What follows belongs to an exercise in optimizing a design on an open flow for small area and a short achievable clock period; a production flow would make more cautious choices.
Only simulation tests tie the RTL to the original design; equivalence was not proved.
Power is estimated from default activity; no workload was simulated.

$ cat design.v
module MULROWS(input [15:0] a, input [15:0] b, output [15:0] r0, output [15:0] r1, output [15:0] r2);
  wire one0 = b[0] ^ 1'b0;
  wire two0 = (b[1] & ~b[0] & ~1'b0) | (~b[1] & b[0] & 1'b0);
  wire neg0 = b[1];
  wire pp0_0 = (one0 & a[0]) ^ neg0;
  wire pp0_1 = ((one0 & a[1]) | (two0 & a[0])) ^ neg0;
  wire pp0_2 = ((one0 & a[2]) | (two0 & a[1])) ^ neg0;
  wire pp0_3 = ((one0 & a[3]) | (two0 & a[2])) ^ neg0;
  wire pp0_4 = ((one0 & a[4]) | (two0 & a[3])) ^ neg0;
  wire pp0_5 = ((one0 & a[5]) | (two0 & a[4])) ^ neg0;
  wire pp0_6 = ((one0 & a[6]) | (two0 & a[5])) ^ neg0;
  wire pp0_7 = ((one0 & a[7]) | (two0 & a[6])) ^ neg0;
  wire pp0_8 = ((one0 & a[8]) | (two0 & a[7])) ^ neg0;
  wire pp0_9 = ((one0 & a[9]) | (two0 & a[8])) ^ neg0;
  wire pp0_10 = ((one0 & a[10]) | (two0 & a[9])) ^ neg0;
  wire pp0_11 = ((one0 & a[11]) | (two0 & a[10])) ^ neg0;
  wire pp0_12 = ((one0 & a[12]) | (two0 & a[11])) ^ neg0;
  wire pp0_13 = ((one0 & a[13]) | (two0 & a[12])) ^ neg0;
  wire pp0_14 = ((one0 & a[14]) | (two0 & a[13])) ^ neg0;
  wire pp0_15 = ((one0 & a[15]) | (two0 & a[14])) ^ neg0;
  wire one1 = b[2] ^ b[1];
  wire two1 = (b[3] & ~b[2] & ~b[1]) | (~b[3] & b[2] & b[1]);
  wire neg1 = b[3];
  wire pp1_0 = (one1 & a[0]) ^ neg1;
  wire pp1_1 = ((one1 & a[1]) | (two1 & a[0])) ^ neg1;
  wire pp1_2 = ((one1 & a[2]) | (two1 & a[1])) ^ neg1;
  wire pp1_3 = ((one1 & a[3]) | (two1 & a[2])) ^ neg1;
  wire pp1_4 = ((one1 & a[4]) | (two1 & a[3])) ^ neg1;
  wire pp1_5 = ((one1 & a[5]) | (two1 & a[4])) ^ neg1;
  wire pp1_6 = ((one1 & a[6]) | (two1 & a[5])) ^ neg1;
  wire pp1_7 = ((one1 & a[7]) | (two1 & a[6])) ^ neg1;
  wire pp1_8 = ((one1 & a[8]) | (two1 & a[7])) ^ neg1;
  wire pp1_9 = ((one1 & a[9]) | (two1 & a[8])) ^ neg1;
  wire pp1_10 = ((one1 & a[10]) | (two1 & a[9])) ^ neg1;
  wire pp1_11 = ((one1 & a[11]) | (two1 & a[10])) ^ neg1;
  wire pp1_12 = ((one1 & a[12]) | (two1 & a[11])) ^ neg1;
  wire pp1_13 = ((one1 & a[13]) | (two1 & a[12])) ^ neg1;
  wire one2 = b[4] ^ b[3];
  wire two2 = (b[5] & ~b[4] & ~b[3]) | (~b[5] & b[4] & b[3]);
  wire neg2 = b[5];
  wire pp2_0 = (one2 & a[0]) ^ neg2;
  wire pp2_1 = ((one2 & a[1]) | (two2 & a[0])) ^ neg2;
  wire pp2_2 = ((one2 & a[2]) | (two2 & a[1])) ^ neg2;
  wire pp2_3 = ((one2 & a[3]) | (two2 & a[2])) ^ neg2;
  wire pp2_4 = ((one2 & a[4]) | (two2 & a[3])) ^ neg2;
  wire pp2_5 = ((one2 & a[5]) | (two2 & a[4])) ^ neg2;
  wire pp2_6 = ((one2 & a[6]) | (two2 & a[5])) ^ neg2;
  wire pp2_7 = ((one2 & a[7]) | (two2 & a[6])) ^ neg2;
  wire pp2_8 = ((one2 & a[8]) | (two2 & a[7])) ^ neg2;
  wire pp2_9 = ((one2 & a[9]) | (two2 & a[8])) ^ neg2;
  wire pp2_10 = ((one2 & a[10]) | (two2 & a[9])) ^ neg2;
  wire pp2_11 = ((one2 & a[11]) | (two2 & a[10])) ^ neg2;
  wire one3 = b[6] ^ b[5];
  wire two3 = (b[7] & ~b[6] & ~b[5]) | (~b[7] & b[6] & b[5]);
  wire neg3 = b[7];
  wire pp3_0 = (one3 & a[0]) ^ neg3;
  wire pp3_1 = ((one3 & a[1]) | (two3 & a[0])) ^ neg3;
  wire pp3_2 = ((one3 & a[2]) | (two3 & a[1])) ^ neg3;
  wire pp3_3 = ((one3 & a[3]) | (two3 & a[2])) ^ neg3;
  wire pp3_4 = ((one3 & a[4]) | (two3 & a[3])) ^ neg3;
  wire pp3_5 = ((one3 & a[5]) | (two3 & a[4])) ^ neg3;
  wire pp3_6 = ((one3 & a[6]) | (two3 & a[5])) ^ neg3;
  wire pp3_7 = ((one3 & a[7]) | (two3 & a[6])) ^ neg3;
  wire pp3_8 = ((one3 & a[8]) | (two3 & a[7])) ^ neg3;
  wire pp3_9 = ((one3 & a[9]) | (two3 & a[8])) ^ neg3;
  wire one4 = b[8] ^ b[7];
  wire two4 = (b[9] & ~b[8] & ~b[7]) | (~b[9] & b[8] & b[7]);
  wire neg4 = b[9];
  wire pp4_0 = (one4 & a[0]) ^ neg4;
  wire pp4_1 = ((one4 & a[1]) | (two4 & a[0])) ^ neg4;
  wire pp4_2 = ((one4 & a[2]) | (two4 & a[1])) ^ neg4;
  wire pp4_3 = ((one4 & a[3]) | (two4 & a[2])) ^ neg4;
  wire pp4_4 = ((one4 & a[4]) | (two4 & a[3])) ^ neg4;
  wire pp4_5 = ((one4 & a[5]) | (two4 & a[4])) ^ neg4;
  wire pp4_6 = ((one4 & a[6]) | (two4 & a[5])) ^ neg4;
  wire pp4_7 = ((one4 & a[7]) | (two4 & a[6])) ^ neg4;
  wire one5 = b[10] ^ b[9];
  wire two5 = (b[11] & ~b[10] & ~b[9]) | (~b[11] & b[10] & b[9]);
  wire neg5 = b[11];
  wire pp5_0 = (one5 & a[0]) ^ neg5;
  wire pp5_1 = ((one5 & a[1]) | (two5 & a[0])) ^ neg5;
  wire pp5_2 = ((one5 & a[2]) | (two5 & a[1])) ^ neg5;
  wire pp5_3 = ((one5 & a[3]) | (two5 & a[2])) ^ neg5;
  wire pp5_4 = ((one5 & a[4]) | (two5 & a[3])) ^ neg5;
  wire pp5_5 = ((one5 & a[5]) | (two5 & a[4])) ^ neg5;
  wire one6 = b[12] ^ b[11];
  wire two6 = (b[13] & ~b[12] & ~b[11]) | (~b[13] & b[12] & b[11]);
  wire neg6 = b[13];
  wire pp6_0 = (one6 & a[0]) ^ neg6;
  wire pp6_1 = ((one6 & a[1]) | (two6 & a[0])) ^ neg6;
  wire pp6_2 = ((one6 & a[2]) | (two6 & a[1])) ^ neg6;
  wire pp6_3 = ((one6 & a[3]) | (two6 & a[2])) ^ neg6;
  wire one7 = b[14] ^ b[13];
  wire two7 = (b[15] & ~b[14] & ~b[13]) | (~b[15] & b[14] & b[13]);
  wire neg7 = b[15];
  wire pp7_0 = (one7 & a[0]) ^ neg7;
  wire pp7_1 = ((one7 & a[1]) | (two7 & a[0])) ^ neg7;
  wire hs1 = neg2 ^ pp0_4;
  wire hc1 = neg2 & pp0_4;
  wire hs2 = pp0_5 ^ pp1_3;
  wire hc2 = pp0_5 & pp1_3;
  wire fs3 = neg3 ^ pp0_6 ^ pp1_4;
  wire fc3 = (neg3 & pp0_6) | (neg3 & pp1_4) | (pp0_6 & pp1_4);
  wire hs4 = pp2_2 ^ pp3_0;
  wire hc4 = pp2_2 & pp3_0;
  wire fs5 = pp0_7 ^ pp1_5 ^ pp2_3;
  wire fc5 = (pp0_7 & pp1_5) | (pp0_7 & pp2_3) | (pp1_5 & pp2_3);
  wire hs6 = pp3_1 ^ hc4;
  wire hc6 = pp3_1 & hc4;
  wire fs7 = neg4 ^ pp0_8 ^ pp1_6;
  wire fc7 = (neg4 & pp0_8) | (neg4 & pp1_6) | (pp0_8 & pp1_6);
  wire fs8 = pp2_4 ^ pp3_2 ^ pp4_0;
  wire fc8 = (pp2_4 & pp3_2) | (pp2_4 & pp4_0) | (pp3_2 & pp4_0);
  wire hs9 = fc5 ^ fs7;
  wire hc9 = fc5 & fs7;
  wire fs10 = pp0_9 ^ pp1_7 ^ pp2_5;
  wire fc10 = (pp0_9 & pp1_7) | (pp0_9 & pp2_5) | (pp1_7 & pp2_5);
  wire fs11 = pp3_3 ^ pp4_1 ^ fc7;
  wire fc11 = (pp3_3 & pp4_1) | (pp3_3 & fc7) | (pp4_1 & fc7);
  wire hs12 = fc8 ^ fs10;
  wire hc12 = fc8 & fs10;
  wire fs13 = neg5 ^ pp0_10 ^ pp1_8;
  wire fc13 = (neg5 & pp0_10) | (neg5 & pp1_8) | (pp0_10 & pp1_8);
  wire fs14 = pp2_6 ^ pp3_4 ^ pp4_2;
  wire fc14 = (pp2_6 & pp3_4) | (pp2_6 & pp4_2) | (pp3_4 & pp4_2);
  wire fs15 = pp5_0 ^ fc10 ^ fs13;
  wire fc15 = (pp5_0 & fc10) | (pp5_0 & fs13) | (fc10 & fs13);
  wire hs16 = fs14 ^ hc12;
  wire hc16 = fs14 & hc12;
  wire fs17 = pp0_11 ^ pp1_9 ^ pp2_7;
  wire fc17 = (pp0_11 & pp1_9) | (pp0_11 & pp2_7) | (pp1_9 & pp2_7);
  wire fs18 = pp3_5 ^ pp4_3 ^ pp5_1;
  wire fc18 = (pp3_5 & pp4_3) | (pp3_5 & pp5_1) | (pp4_3 & pp5_1);
  wire fs19 = fc13 ^ fc14 ^ fs17;
  wire fc19 = (fc13 & fc14) | (fc13 & fs17) | (fc14 & fs17);
  wire hs20 = fs18 ^ fc15;
  wire hc20 = fs18 & fc15;
  wire fs21 = neg6 ^ pp0_12 ^ pp1_10;
  wire fc21 = (neg6 & pp0_12) | (neg6 & pp1_10) | (pp0_12 & pp1_10);
  wire fs22 = pp2_8 ^ pp3_6 ^ pp4_4;
  wire fc22 = (pp2_8 & pp3_6) | (pp2_8 & pp4_4) | (pp3_6 & pp4_4);
  wire fs23 = pp5_2 ^ pp6_0 ^ fc17;
  wire fc23 = (pp5_2 & pp6_0) | (pp5_2 & fc17) | (pp6_0 & fc17);
  wire fs24 = fc18 ^ fs21 ^ fs22;
  wire fc24 = (fc18 & fs21) | (fc18 & fs22) | (fs21 & fs22);
  wire hs25 = fc19 ^ fs23;
  wire hc25 = fc19 & fs23;
  wire fs26 = pp0_13 ^ pp1_11 ^ pp2_9;
  wire fc26 = (pp0_13 & pp1_11) | (pp0_13 & pp2_9) | (pp1_11 & pp2_9);
  wire fs27 = pp3_7 ^ pp4_5 ^ pp5_3;
  wire fc27 = (pp3_7 & pp4_5) | (pp3_7 & pp5_3) | (pp4_5 & pp5_3);
  wire fs28 = pp6_1 ^ fc21 ^ fc22;
  wire fc28 = (pp6_1 & fc21) | (pp6_1 & fc22) | (fc21 & fc22);
  wire fs29 = fs26 ^ fs27 ^ fc23;
  wire fc29 = (fs26 & fs27) | (fs26 & fc23) | (fs27 & fc23);
  wire hs30 = fc24 ^ fs28;
  wire hc30 = fc24 & fs28;
  wire fs31 = neg7 ^ pp0_14 ^ pp1_12;
  wire fc31 = (neg7 & pp0_14) | (neg7 & pp1_12) | (pp0_14 & pp1_12);
  wire fs32 = pp2_10 ^ pp3_8 ^ pp4_6;
  wire fc32 = (pp2_10 & pp3_8) | (pp2_10 & pp4_6) | (pp3_8 & pp4_6);
  wire fs33 = pp5_4 ^ pp6_2 ^ pp7_0;
  wire fc33 = (pp5_4 & pp6_2) | (pp5_4 & pp7_0) | (pp6_2 & pp7_0);
  wire fs34 = fc26 ^ fc27 ^ fs31;
  wire fc34 = (fc26 & fc27) | (fc26 & fs31) | (fc27 & fs31);
  wire fs35 = fs32 ^ fs33 ^ fc28;
  wire fc35 = (fs32 & fs33) | (fs32 & fc28) | (fs33 & fc28);
  wire hs36 = fs34 ^ hc30;
  wire hc36 = fs34 & hc30;
  wire fs37 = pp0_15 ^ pp1_13 ^ pp2_11;
  wire fs38 = pp3_9 ^ pp4_7 ^ pp5_5;
  wire fs39 = pp6_3 ^ pp7_1 ^ fc31;
  wire fs40 = fc32 ^ fc33 ^ fs37;
  wire fs41 = fs38 ^ fc34 ^ fs39;
  wire hs42 = fs40 ^ fc35;
  assign r0 = {fs41, fc29, hc25, fs24, fs19, fc11, hc9, fs8, fc3, hc2, pp2_1, pp1_2, pp0_3, pp0_2, pp0_1, pp0_0};
  assign r1 = {hc36, fs35, fs29, hc20, hc16, fs15, fs11, hc6, fs5, fs3, hc1, pp2_0, pp1_1, pp1_0, 1'b0, neg0};
  assign r2 = {hs42, hs36, hs30, hs25, hs20, hs16, hs12, hs9, hs6, hs4, hs2, hs1, 1'b0, neg1, 1'b0, 1'b0};
endmodule
module Project(
      input clock,
      input reset,
      output [7:0]  imem_addr,
      input  [15:0] imem_data,
      output [15:0] dmem_addr,
      output [15:0] dmem_wdata,
      output        dmem_we,
      input  [15:0] dmem_rdata,
      output        wb_en,
      output [2:0]  wb_dest,
      output [15:0] wb_data
  );
  wire stall_n;
  wire zero;
  reg  [7:0]  pc;
  reg  [15:0] ir;         
  reg         id_jmp;     
  reg         id_st;      
  reg         id_br;      
  wire [3:0]  if_op = imem_data[15:12];
  wire [7:0]  br8 = {{2{ir[5]}}, ir[5:0]};
  wire [7:0]  pc_inc = pc + 8'd1;
  wire [7:0]  pc_next = id_jmp ? br8 : id_br ? pc_inc + br8 : pc_inc;
  always @(posedge clock) begin
    if (reset) begin
      pc <= 8'd0;
      ir[15:3] <= 13'd0;
      id_jmp <= 1'b0;
      id_st <= 1'b0;
      id_br <= 1'b0;
    end else if (stall_n) begin
      pc <= pc_next;
      ir[15:3] <= imem_data[15:3];
      id_jmp <= if_op == 4'd14;
      id_st <= if_op == 4'd12;
      id_br <= (if_op == 4'd13) & zero;
    end
  end
  always @(posedge clock)
    if (stall_n) ir[2:0] <= imem_data[2:0];
  wire [3:0] op = ir[15:12];
  wire [2:0] rd = ir[11:9];
  wire [2:0] rs = ir[8:6];
  wire [2:0] src2 = id_st ? rd : ir[5:3];
  reg        ex_wb, mem_wb, wb_wb;
  reg [2:0]  ex_rd, mem_rd, wb_rd;
  function hit(input [2:0] r, input e1, input [2:0] d1, input e2, input [2:0] d2, input e3, input [2:0] d3);
    hit = (r != 3'd0) & ((e1 & (r == d1)) | (e2 & (r == d2)) | (e3 & (r == d3)));
  endfunction
  assign stall_n = ~(hit(rs, ex_wb, ex_rd, mem_wb, mem_rd, wb_wb, wb_rd) |
                     hit(src2, ex_wb, ex_rd, mem_wb, mem_rd, wb_wb, wb_rd) |
                     hit(rd, ex_wb, ex_rd, mem_wb, mem_rd, wb_wb, wb_rd));
  reg [15:0] regs [1:7];
  reg [7:1]  valid;
  reg [15:0] wb_val;
  always @(posedge clock) begin
    if (reset)
      valid <= 7'd0;
    else if (wb_wb && wb_rd != 3'd0)
      valid[wb_rd] <= 1'b1;
  end
  always @(posedge clock)
    if (wb_wb && wb_rd != 3'd0)
      regs[wb_rd] <= wb_val;
  function [15:0] rdreg(input [2:0] r);
    integer k;
    begin
      rdreg = 16'd0;
      for (k = 1; k < 8; k = k + 1)
        rdreg = rdreg | ({16{r == k && valid[k]}} & regs[k]);
    end
  endfunction
  wire [15:0] rdata1 = rdreg(rs);
  wire [15:0] rdata2 = rdreg(src2);
  wire d_wb   = (op != 4'd0) & (op <= 4'd11);
  wire d_imm  = (op == 4'd10) | (op == 4'd11) | (op == 4'd12);
  wire d_ld   = op == 4'd11;
  wire d_st   = op == 4'd12;
  wire [3:0] d_cmd = (op <= 4'd9) ? op : (op <= 4'd12) ? 4'd1 : 4'd0;
  reg  [15:0] ex_a, ex_b;
  reg  [5:0]  ex_imm;
  reg         ex_useimm, ex_ld, ex_st;
  reg  [3:0]  ex_cmd;
  always @(posedge clock) begin
    ex_a <= rdata1;
    ex_b <= rdata2;
    ex_imm <= ir[5:0];
    ex_useimm <= d_imm;
    ex_ld <= d_ld;
    ex_rd <= rd;
    if (reset || !stall_n) begin
      ex_cmd <= 4'd0;
      ex_wb <= 1'b0;
      ex_st <= 1'b0;
    end else begin
      ex_cmd <= d_cmd;
      ex_wb <= d_wb;
      ex_st <= d_st;
    end
  end
  wire is_add = ex_cmd == 4'd1;
  wire is_sub = ex_cmd == 4'd2;
  wire is_mul = ex_cmd == 4'd9;
  wire [15:0] a = ex_a;
  wire [15:0] b = ex_b;
  wire [15:0] bsel = ex_useimm ? {10'd0, ex_imm} : b;
  wire [15:0] badd = bsel ^ {16{is_sub}};
  wire [16:0] sum17 = {a, 1'b1} + {badd, is_sub};
  wire [15:0] sum = sum17[16:1];
  wire [15:0] m0, m1, m2;
  MULROWS mul_rows(.a(a), .b(b), .r0(m0), .r1(m1), .r2(m2));
  reg [15:0] res;
  always @(*) begin
    case (ex_cmd)
      4'd3: res = a & b;
      4'd4: res = a | b;
      4'd5: res = a ^ b;
      4'd6: res = {a[14:0], a[0]};
      4'd7: res = {a[15], a[15:1]};
      4'd8: res = {1'b0, a[15:1]};
      4'd9: res = m0;
      default: res = sum;
    endcase
  end
  wire [15:0] ax = a ^ badd;
  wire [15:0] ao = a | badd;
  wire z_addsub = ~|(ax ^ {ao[14:0], is_sub});    
  wire z_a = ~|a;
  wire z_b = ~|b;
  reg zf;
  always @(*) begin
    case (ex_cmd)
      4'd1, 4'd2: zf = z_addsub;
      4'd3: zf = ~|(a & b);
      4'd4: zf = z_a & z_b;
      4'd5: zf = a == b;
      4'd6: zf = ~|a[14:0];
      4'd7: zf = z_a;
      4'd8: zf = ~|a[15:1];
      4'd9: zf = z_a | z_b;
      default: zf = 1'b1;
    endcase
  end
  assign zero = zf;
  reg  [15:0] mem_s, mem_c, mem_t;
  reg         mem_we, mem_ld, mem_mul;
  always @(posedge clock) begin
    mem_s <= res;
    mem_c <= is_mul ? m1 : b;
    mem_t <= m2;
    mem_ld <= ex_ld;
    mem_mul <= is_mul;
    mem_rd <= ex_rd;
    if (reset) begin
      mem_we <= 1'b0;
      mem_wb <= 1'b0;
    end else begin
      mem_we <= ex_st;
      mem_wb <= ex_wb;
    end
  end
  assign dmem_addr = mem_s;
  assign dmem_wdata = mem_c;
  assign dmem_we = mem_we;
  wire [15:0] fa_s = mem_s ^ mem_c ^ mem_t;
  wire [15:0] fa_c = (mem_s & mem_c) | (mem_s & mem_t) | (mem_c & mem_t);
  wire [15:0] product = fa_s + {fa_c[14:0], 1'b0};
  wire [15:0] mem_val = mem_ld ? dmem_rdata : mem_mul ? product : mem_s;
  always @(posedge clock) begin
    wb_val <= mem_val;
    wb_rd <= mem_rd;
    if (reset) wb_wb <= 1'b0;
    else wb_wb <= mem_wb;
  end
  assign imem_addr = pc;
  assign wb_en = wb_wb;
  assign wb_dest = wb_rd;
  assign wb_data = wb_val;
endmodule
$ cat config.mk
export PLATFORM = sky130hd
export DESIGN_NAME = Project
export DESIGN_NICKNAME = Project
export VERILOG_FILES = /design/flow/design.v
export SDC_FILE = /design/flow/constraint.sdc
export NUM_CORES = 4
export LEC_CHECK = 0
export CAP_MARGIN = 20
export CORE_MARGIN = 2
export CORE_UTILIZATION = 40
export SLEW_MARGIN = 20
$ cat run.sh
#!/bin/bash
# synth_recipe.tcl (not shown) runs the flow's synth.tcl, then flattens the netlist and writes it again
# the make line also repeats each setting of config.mk as NAME=value (left out here)
make -C /OpenROAD-flow-scripts/flow DESIGN_CONFIG=/design/flow/config.mk WORK_HOME=/design/flow/orfs CLKGATE_MAP_FILE= SYNTH_SCRIPT=/design/flow/synth_recipe.tcl finish
$ cat constraint.sdc
create_clock -name core_clock -period 8.0 [get_ports {clock}]
set_input_delay 1.6000 -clock core_clock [delete_from_list [all_inputs] [get_ports {clock}]]
set_output_delay 1.6000 -clock core_clock [all_outputs]
set_load 0.01 [all_outputs]
==> key figures <==
Run status
  – Status: no timing/DRC/antenna violations

Finish
  – Fin area: 0.0194 mm^2
  – Layout cell share with drive strength beyond 1: 6.56%
  – Diode count: 0
  – Filler cells: 4,011
  – P&R area growth vs syn: 14.4%
  – Final nets: 2,029
  – Core Util, Final: 46.3%

Worst setup path
  – WP buf/inv: 3
  – Worst setup SP type: flop
  – CP Class: flop to flop
  – CP max FO: 21
  – Worst path arrival time: 4.91 ns
  – Most used cell, CP: xnor2_1
  – CP Capture Type: flop
  – Family with the most delay on the worst path: adder cells
  – Chain of cells forming the critical path: inv_1 -> nor2_1 -> a22oi_1 -> o22ai_1 -> a21oi_1 -> fa_1 -> inv_1 -> fa_1 -> inv_1 -> fa_1 -> xnor2_1 -> xnor2_1 -> xnor2_1 -> xnor2_1 -> xnor2_1
  – CP max stage delay: 0.85 ns
  – CP Data Required Time: 8.46 ns
  – Worst path slowest cell: dfxtp_1

Drt
  – DR vias: 14,900
  – Met3 WL: 5310 um
  – Highest metal used: met4
  – M1 WL: 24,500 um
  – DR WL/cell: 24.5 um
  – Post-route ant nets: 0
  – Drt drc: 0
  – Drt pass-1 iters: 7
  – Final wirelength: 59,100 um
  – WL met2: 26,600 um
  – DR iter-0 viols: 1,700
  – Vias/cell: 6.19

Clocking
  – Clock H-tree levels: 1
  – Deepest clock path buffer count: 3
  – Cts repair resizes: 0
  – TritonCTS clock tree: built
  – Clock transition at the registers of the reported paths: 0.07 ns
  – Total CTS buffers: 29
  – # Post-CTS Setup Buffers: 0
  – Root Buffer: clkbuf_16
  – Worst skew pair latency: 0.58 ns
  – Hold Buf Count CTS: 0
  – Clock Sinks: 267

Timing
  – Final setup violation count: 0
  – RSZ-0062 raised after global routing: no
  – Hold WS: 0.327 ns
  – Part of the cycle the worst path needs: 55.7%
  – Slew @ Worst Pin: 0.974 ns
  – Final Max Slew Viols: 0
  – Final hold vios: 0
  – Fmax achieved: 225 MHz
  – Setup Skew: 0.0121 ns
  – TNS Setup: 0 ns
  – Max-Slew Margin vs Limit: 35.1%
  – Final setup margin: 3.55 ns
  – Minimum clock period after layout: 4.45 ns

Synth
  – Register bit total from synthesis: 267
  – Number of synthesized flops with an enable pin: 115
  – Post-synthesis sequential area ratio: 38.3%
  – Syn Nets: 2,001
  – Mean Syn Cell Area: 9.31 um^2
  – Synth unique cells: 77
  – Synth warn: 1
  – Synth Flop Type: dfxtp_1
  – Async SR Flop Fraction: 0%
  – Mapped Cells: 1,823
  – Mapped cell area: 0.0170 mm^2

Floorplanning
  – Top Ports: 95
  – Die X: 210 um
  – Die area: 0.0441 mm^2
  – Row count: 75
  – Core ar.: 0.0419 mm^2
  – Initial cell density of the core: 40.5%
  – Die H: 210 um

Placement
  – Placement Setup Slack: 3.67 ns
  – Area after DPL: 0.0185 mm^2
  – Port Buffer Count: 94
  – DPL Wire Length: 40,100 um
  – Placer Congestion: 0.956

Power
  – Power density over the cells: 228 mW/mm^2
  – Peak supply drop: 0.144 mV
  – Leak pwr: 0.00707 uW

Global routing
  – Largest net degree at the start of global routing: 64
  – Initial antenna violation count: 1
  – Vias in the first global route: 14,300
  – GRT overflow: 0
  – Gr usage total: 26.3%
  – First-pass GRT wire length: 88,400 um

Worst hold path
  – Worst hold path type: flop to flop

Job
  – Maxcap violations: 0
-- sequential cells by signal (all words and copies together) (netlist names), 3 cells and up --
name,cells
mem_c,16
pc,8
regs,112
ex_imm,6
ex_cmd,4
wb_val,16
valid,7
ex_b,16
ir,16
ex_rd,3
mem_s,16
mem_t,13
mem_rd,3
ex_a,16
wb_rd,3
-- power by group --
group	leakage [uW]	total, uW	switching (uW)	internal (uW)
sequential	0.00228	1900	286	1610
clock	0.000467	1330	575	756
combinational	0.00433	1210	682	527
-- cell type report --
| class | count | area (um^2) | share of cell area (%) |
|---|---|---|---|
| Sequential cell | 267 | 6500 | 33.4 |
| Clock buffer | 38 | 811 | 4.17 |
| Clock inverter | 16 | 149 | 0.766 |
| Multi-Input combinational cell | 1323 | 9670 | 49.8 |
| Timing Repair Buffer | 140 | 1290 | 6.62 |
| Tap cell | 539 | 674 | 3.47 |
| Inverter | 90 | 338 | 1.74 |
-- worst paths after layout --
check	start	endpoint	slack (ns)	cells past startpoint
setup / recovery	ex_b[2]	mem_t[15]	3.55	15
hold / removal	ex_ld	mem_ld	0.33	0
setup reg to reg	ex_b[2]	mem_t[15]	3.55	15
hold reg to reg	ex_ld	mem_ld	0.33	0
-- cells in the mapped netlist (all sizes together) (5+ instances only) --
master	count	area share (%)
clkbuf	112	2.5
a221oi	22	1.1
nor4	16	0.59
ha	105	7.7
inv	85	1.9
dfxtp	152	18
o31ai	5	0.22
a31oi	21	0.77
nand2	127	2.8
xnor2	100	5.2
and4	5	0.26
fa	39	4.6
xor2	39	2.0
a22oi	90	4.0
buf	31	0.81
nand3	55	1.6
nand4	13	0.48
o21a	5	0.23
o22ai	29	1.1
and3	12	0.44
a21o	11	0.49
nor2b	18	0.66
a222oi	40	2.4
mux2i	30	1.8
nand2b	13	0.48
o221ai	5	0.26
nor4b	6	0.43
and2	5	0.18
edfxtp	115	20
clkinv	5	0.11
o21ai	89	2.6
a21oi	159	4.7
nor3	25	0.74
nor2	124	2.7
a211oi	26	1.1
o211ai	17	0.78
a211o	7	0.36
o311a	6	0.35
-- cells by family after synthesis --
group           count (synthesis)  synth area share (%)
flops                         267                  38.3
mux                            32                  1.97
compound gates                569                  22.6
xor+xnor                      139                  7.17
buf+inv                       233                  5.28
simple gates                  439                  12.4
fa+ha+maj                     144                  12.3
-- cells in the final DEF (no fill, tap or decap), drive strengths merged, types with 5 or more instances in the layout --
cell type	n
a211o	7
a211oi	26
a21o	11
a21oi	159
a221oi	22
a222oi	40
a22oi	90
a31oi	21
and2	5
and3	12
and4	5
buf	46
clkbuf	38
clkdlybuf4s50	94
clkinv	12
dfxtp	152
edfxtp	115
fa	39
ha	105
inv	89
mux2i	30
nand2	127
nand2b	13
nand3	55
nand4	13
nor2	124
nor2b	18
nor3	25
nor4	16
nor4b	6
o211ai	17
o21a	5
o21ai	89
o221ai	5
o22ai	29
o311a	6
o31ai	5
xnor2	100
xor2	39
-- stage by stage --
step / cells / power, uW
after floorplan: 1823 / 2620
after global placement: 2359 / 3090
after detailed placement: 2359 / 3110
after CTS: 2413 / 4440
after global routing: 2413 / 4650
final: 2413 / 4430
-- metal layers --
layer / global-route usage, % / vias up
met2: 41.9 / 852
met3: 4.54 / 155
li1: - / 6807
met5: 0 / -
met1: 35.2 / 7112
met4: 11.7 / 0

re-timing with driven ports:
The results above use ideal ports. As a check the final layout listed here was re-extracted and re-timed, cells and wires unchanged.
Step 1 sets driving cells, clkbuf_16 on the clock port and buf_2 on the other inputs (assumed; they add their load-dependent delay and slew).
Step 2, shift: input delay + t, output delay - t, t = (earliest + latest rising clock arrival at the registers) / 2. This alone moves slack from input paths to output paths.
Slacks: no drivers / after step 1 / after step 2; pairs: no drivers / after step 1.
shift t [ns]: 0.629
slack for setup (ns): 3.547 / 3.547 / 3.547
worst hold slack (ns): 0.327 / 0.327 / 0.327
worst data-port slew with drivers (ns): 0.04
After both steps setup and hold are still met in this run. For this run, drivers alone change the setup slack by 0.000 ns; drivers and shift together by 0.000 ns.
